What follows belongs to an exercise in optimizing a design on an open flow for small area; a production flow would make more cautious choices. In this exercise RTL edits were held to simulation tests only and were not proved equivalent to the original.

==> flow/design.v, too long to show whole: its modules and the start of the top module <==
// module ITAGelu: 1362 lines
// module gelu_a22o: 3 lines
// module gelu_and2: 3 lines
// module gelu_fa: 4 lines
// module gelu_ha: 4 lines
// module gelu_inv: 3 lines
// module gelu_nand2: 3 lines
// module gelu_nor2: 3 lines
// module gelu_o22ai: 3 lines
// module gelu_xor2: 3 lines
module ITAGelu (
  input  wire          io_clk,
  input  wire          io_rst_ni,
  input  wire [15:0]   io_b_i,
  input  wire [15:0]   io_c_i,
  input  wire          io_calc_en_i,
  input  wire          io_calc_en_q_i,
  input  wire [7:0]    io_data_i,
  output wire [25:0]   io_data_o
);
  // ...
==> flow/flow/run.sh <==
#!/bin/bash
# Layout flow: the standard ORFS flow (standard.sh, unchanged synthesis)
# with these knobs changed:
#  - the port buffers that global placement inserts are sky130_fd_sc_hd__buf_1
#    instead of the default clkdlybuf4s50_1;
#  - timing-driven global placement does not keep its trial buffering
#    (GPL_KEEP_OVERFLOW=0); the resizer step after placement still repairs
#    slew and capacitance as usual;
#  - clock tree synthesis uses clkbuf_8 buffers and no dummy loads.
# The full output of the ORFS run goes to flow_standard.log in this folder;
# each ORFS step also keeps its own log under orfs/logs/.
set -euo pipefail
bash standard.sh \
  "BUFFER_PORTS_ARGS=-buffer_cell sky130_fd_sc_hd__buf_1" \
  "GPL_KEEP_OVERFLOW=0" \
  "CTS_ARGS=-sink_clustering_enable -repair_clock_nets -buf_list sky130_fd_sc_hd__clkbuf_8 -dont_use_dummy_load" \
  finish > flow_standard.log 2>&1
==> flow/standard.sh <==
#!/bin/bash
# synth_recipe.tcl (not shown) runs the flow's synth.tcl, then flattens the netlist and writes it again
# the make line also repeats each setting of config.mk as NAME=value (left out here)
make -C /OpenROAD-flow-scripts/flow DESIGN_CONFIG=/design/flow/config.mk WORK_HOME=/design/flow/orfs CLKGATE_MAP_FILE= SYNTH_SCRIPT=/design/flow/synth_recipe.tcl "${@:-finish}"
==> flow/config.mk <==
export PLATFORM = sky130hd
export DESIGN_NAME = ITAGelu
export DESIGN_NICKNAME = ITAGelu
export VERILOG_FILES = /design/flow/design.v
export SDC_FILE = /design/flow/constraint.sdc
export NUM_CORES = 4
export LEC_CHECK = 0
export CAP_MARGIN = 20
export CORE_MARGIN = 2
export CORE_UTILIZATION = 40
export SLEW_MARGIN = 20
export SYNTH_HIERARCHICAL = 1
export SYNTH_MINIMUM_KEEP_SIZE = 0
==> flow/constraint.sdc <==
create_clock -name core_clock -period 16.0 [get_ports {io_clk}]
set_input_delay 3.2000 -clock core_clock [delete_from_list [all_inputs] [get_ports {io_clk}]]
set_output_delay 3.2000 -clock core_clock [all_outputs]
set_load 0.01 [all_outputs]
==> impl_metrics.toml, run 1 <==
[run_status]
status = "finished clean"

[global_route]
grt_use_total_pct = 19.8
grt_pass1_vias = 6047

[finish]
largest-register = "out_q2"
multi_input_area_um2 = 6010
fillers = 1793
final_util_pct = 44.6
seq_area_um2 = 1550
stdcell_area_um2 = 8370

[synth]
synth_area_leaders = "fa_1 47%, dfrtp_1 16%, xor2_1 10%"
synth_edf_count = 0
ys.warnings.count = 7
synth_top_family_by_area = "adder cells"
synth_commonest_cells = "178 x fa_1, 116 x nand2_1, 91 x xor2_1"
syn-num-nets = 877

[sta]
finalCriticalPeriod_ns = 12.25
max_freq_mhz = 81.7
layout_setup_ws_ns = 3.75

[route]
avgViaCountPerCell = 5.75
dr.pass1.iters = 5

[clocking]
hold_buffers = 0
cts-resized-gates = 0

[placed_design]
hpwl_mm = 14.3

[critical_path]
cp_max_fo = 17
crit_slowest_cell = "dfrtp_1"

[die]
floorplan.core_area_um2 = 18800
num_tap_cells = 234

[worst_hold_path]
hold_start = "out_q2[9]$_DFF_PN0_"
==> run 2: changes to the inputs <==
==> flow/flow/run.sh (replaced) <==
#!/bin/bash
# Layout flow: the standard ORFS flow (standard.sh, unchanged synthesis)
# with these knobs changed:
#  - the port buffers that global placement inserts are sky130_fd_sc_hd__buf_1
#    instead of the default clkdlybuf4s50_1;
#  - timing-driven global placement does not keep its trial buffering
#    (GPL_KEEP_OVERFLOW=0); the resizer step after placement still repairs
#    slew and capacitance as usual;
#  - clock tree synthesis uses clkbuf_4 buffers and no dummy loads.
# The full output of the ORFS run goes to flow_standard.log in this folder;
# each ORFS step also keeps its own log under orfs/logs/.
set -euo pipefail
bash standard.sh \
  "BUFFER_PORTS_ARGS=-buffer_cell sky130_fd_sc_hd__buf_1" \
  "GPL_KEEP_OVERFLOW=0" \
  "CTS_ARGS=-sink_clustering_enable -repair_clock_nets -buf_list sky130_fd_sc_hd__clkbuf_4 -dont_use_dummy_load" \
  finish > flow_standard.log 2>&1
--- a/flow/config.mk
+++ b/flow/config.mk
@@ -7,7 +7,8 @@
 export LEC_CHECK = 0
 export CAP_MARGIN = 20
 export CORE_MARGIN = 2
-export CORE_UTILIZATION = 40
+export CORE_UTILIZATION = 65
+export PLACE_DENSITY = 0.75
 export SLEW_MARGIN = 20
 export SYNTH_HIERARCHICAL = 1
 export SYNTH_MINIMUM_KEEP_SIZE = 0
==> impl_metrics.toml, run 2 <==
[run_status]
status = "finished clean"

[route]
drc = 0
vias = 5540
avgViaCountPerCell = 6.40
ant_nets = 0
initialDrtViolationCount = 473
drt-total-wl_mm = 18.2
drt-wirelength-per-cell_um = 21.0
dr.pass1.iters = 4

[synth]
synth-seq-area-share_pct = 20.2
syn-num-nets = 877
synth_most_common_cell = "fa_1"
async_flop_share_pct = 75.4
synth.avg_cell_area_um2 = 11.9
synth-main-ff-cell = "dfrtp_1"
synth_area_leaders = "fa_1 47%, dfrtp_1 16%, xor2_1 10%"
yosysTopAreaCellShare_pct = 46.5
ys.warnings.count = 7
synth_area_leader_cell = "fa_1"
synth.cell_area_um2 = 7660
synth-seq-cells = 65
synthCells = 643
synthDistinctLibCells = 21
synth_edf_count = 0
synth_commonest_cells = "178 x fa_1, 116 x nand2_1, 91 x xor2_1"

[placed_design]
place_ws_ns = 3.90
io_buffers = 69
place_area_um2 = 8120
hpwl_mm = 13.5
gp_congestion = 0.886

[sta]
post-route-period-util_pct = 75.8
finalHoldViolations = 0
setup_tns_ns = 0
slew_headroom_pct = 31.3
tightest_slew_ns = 1.03
setup_viol = 0
layout_setup_ws_ns = 3.88
fin_skew_ns = 0.0201
rsz0062_at_grt = "false"
slew_viol_final = 0
finalCriticalPeriod_ns = 12.12
max_freq_mhz = 82.5

[job]
drv_cap = 0

[critical_path]
r2r_end = "out_q2[25]$_DFF_PN0_"
arrival_ns = 12.49
slowest_delay_ns = 0.84
worstPathRequired_ns = 16.36
worstSetupStartpoint = "p_q1[0]$_DFF_PN0_"
crit_type = "reg2reg"
rrSetupSlack_ns = 3.88
crit_slowest_cell = "dfrtp_1"
critPathLaunchType = "register"
cp_max_fo = 17
reg2reg_depth = 30
end_kind = "register"
timing.rr.start = "p_q1[0]$_DFF_PN0_"
worst_path_most_repeated_cell = "fa_1"
crit_end = "out_q2[25]$_DFF_PN0_"

[die]
die_w_um = 113
die_area_um2 = 12700
ios = 70
start_util_pct = 66.8
die_h_um = 113
rows = 39
floorplan.core_area_um2 = 11500

[clocking]
clkSinkCount = 65
hold_buffers = 0
clk_path_buf_depth = 2
postCtsSetupRepairBufs = 0
cts_tree = "done"
numCtsBuffers = 9
clk_pin_slew_worst_paths_ns = 0.11
ctsHtreeMaxLevel = 3
clk_latency_ns = 0.47
root_buffer = "clkbuf_4"
cts-resized-gates = 0

[finish]
largestRegisters = "out_q2: 26 flops, cgx_q1: 16 flops, p_q1: 15 flops"
final_util_pct = 71.4
stdcell_area_um2 = 8190
largest_reg_flops = 26
final_cell_mix = "178 x fa_1, 116 x nand2_1, 91 x xor2_1"
final_common_cell = "fa_1"
drive_gt1_share_pct = 2.08
finalNetCount = 958
syn_to_final_growth_pct = 6.93
largest-register = "out_q2"

[worst_hold_path]
min_path_type = "reg2reg"
hold_depth = 1

[global_route]
grt_pass1_vias = 6141
grt_use_total_pct = 31.1
grt_max_degree = 33
grt_pass1_wl_mm = 30.2
grt-ovfl-total = 0
antenna_found_initial = 0
## run 2: cell counts after synthesis
Identical to the previous run, type by type.
## run 2: logic make-up after synthesis
| family | after synthesis | share of synthesized area (%) |
|---|---|---|
| DFF | 65 | 20.2 |
| adders and majority gates | 190 | 48.5 |
| xor gates and xnor gates | 94 | 10.8 |
| and+or+nand+nor | 136 | 7.21 |
| AOI/OAI and AO/OA | 131 | 12.0 |
| buffers and inverters | 27 | 1.32 |
## run 2: worst max-delay path: cells and delay by family (launching register included)
kind,cells,cell delay [ns]
DFF,1,0.84
AOI/OAI and AO/OA,2,0.39
adders and majority gates,25,10.25
and+or+nand+nor,1,0.16
xor gates and xnor gates,2,0.38
## run 2: stage by stage
stage	instances	hold slack (ns)
after floorplan	643	0.532
after global routing	865	0.520
after detailed placement	856	0.478
after CTS	865	0.507
after global placement	855	0.479
final	866	0.499
## run 2: worst min path at each step
stage	end	startpoint
floorplan	out_q2[0]$_DFF_PN0_	out_q2[0]$_DFF_PN0_
global placement	out_q2[4]$_DFF_PN0_	out_q2[4]$_DFF_PN0_
detailed placement	out_q2[9]$_DFF_PN0_	out_q2[9]$_DFF_PN0_
CTS	out_q2[10]$_DFF_PN0_	out_q2[10]$_DFF_PN0_
global route	out_q2[23]$_DFF_PN0_	out_q2[23]$_DFF_PN0_
finish	out_q2[10]$_DFF_PN0_	out_q2[10]$_DFF_PN0_
## run 2: layer usage
layer	vias to the layer above	routed length, um	track usage [%]
li1	2367	-	-
met1	2847	6820	38.4
met2	275	9570	54.3
met3	51	1220	5.56
met4	0	607	13.3
met5	-	0	0
## run 2: layout make-up
class / instances / area [um2]
well taps: 143 / 179
repair buffers: 70 / 282
inverters: 27 / 101
flip-flops and latches: 65 / 1550
multi-input cells: 551 / 6010
diodes: 1 / 2.50
fillers: 876 / 3280
clock buffers: 9 / 67.6
## run 2: Yosys stat by module, one instance, submodules excluded, a selection
module      area, um2  copies in the design  cells inside
ITAGelu          1700                     1            87
gelu_fa          20.0                   178             1
gelu_xor2        8.76                    88             1
gelu_o22ai       6.26                    88             1
gelu_and2        6.26                     1             1
gelu_inv         3.75                    25             1
gelu_nor2        3.75                     7             1

-- static timing again, ports no longer ideal --
The results above use ideal ports. As a check the final layouts listed here were re-extracted and re-timed, cells and wires unchanged.
Step 1 (the two cells are an assumption about what drives the block):
set clk [get_ports {io_clk}]
set_driving_cell -lib_cell sky130_fd_sc_hd__clkbuf_16 $clk
set_driving_cell -lib_cell sky130_fd_sc_hd__buf_2 [delete_from_list [all_inputs] $clk]
Step 2 also shifts input and output timing later by t, the mid clock arrival at the registers, as if the neighbouring blocks saw the same clock.
Three values: no drivers, after step 1, after step 2; two values: the first two.
run | shift t [ns] | setup slack, ns | worst setup path at the end
run 1 | 0.392 | 3.753 / 3.753 / 3.753 | register to register
run 2 | 0.492 | 3.877 / 3.877 / 3.877 | register to register
After both steps setup and hold are still met in every run listed.
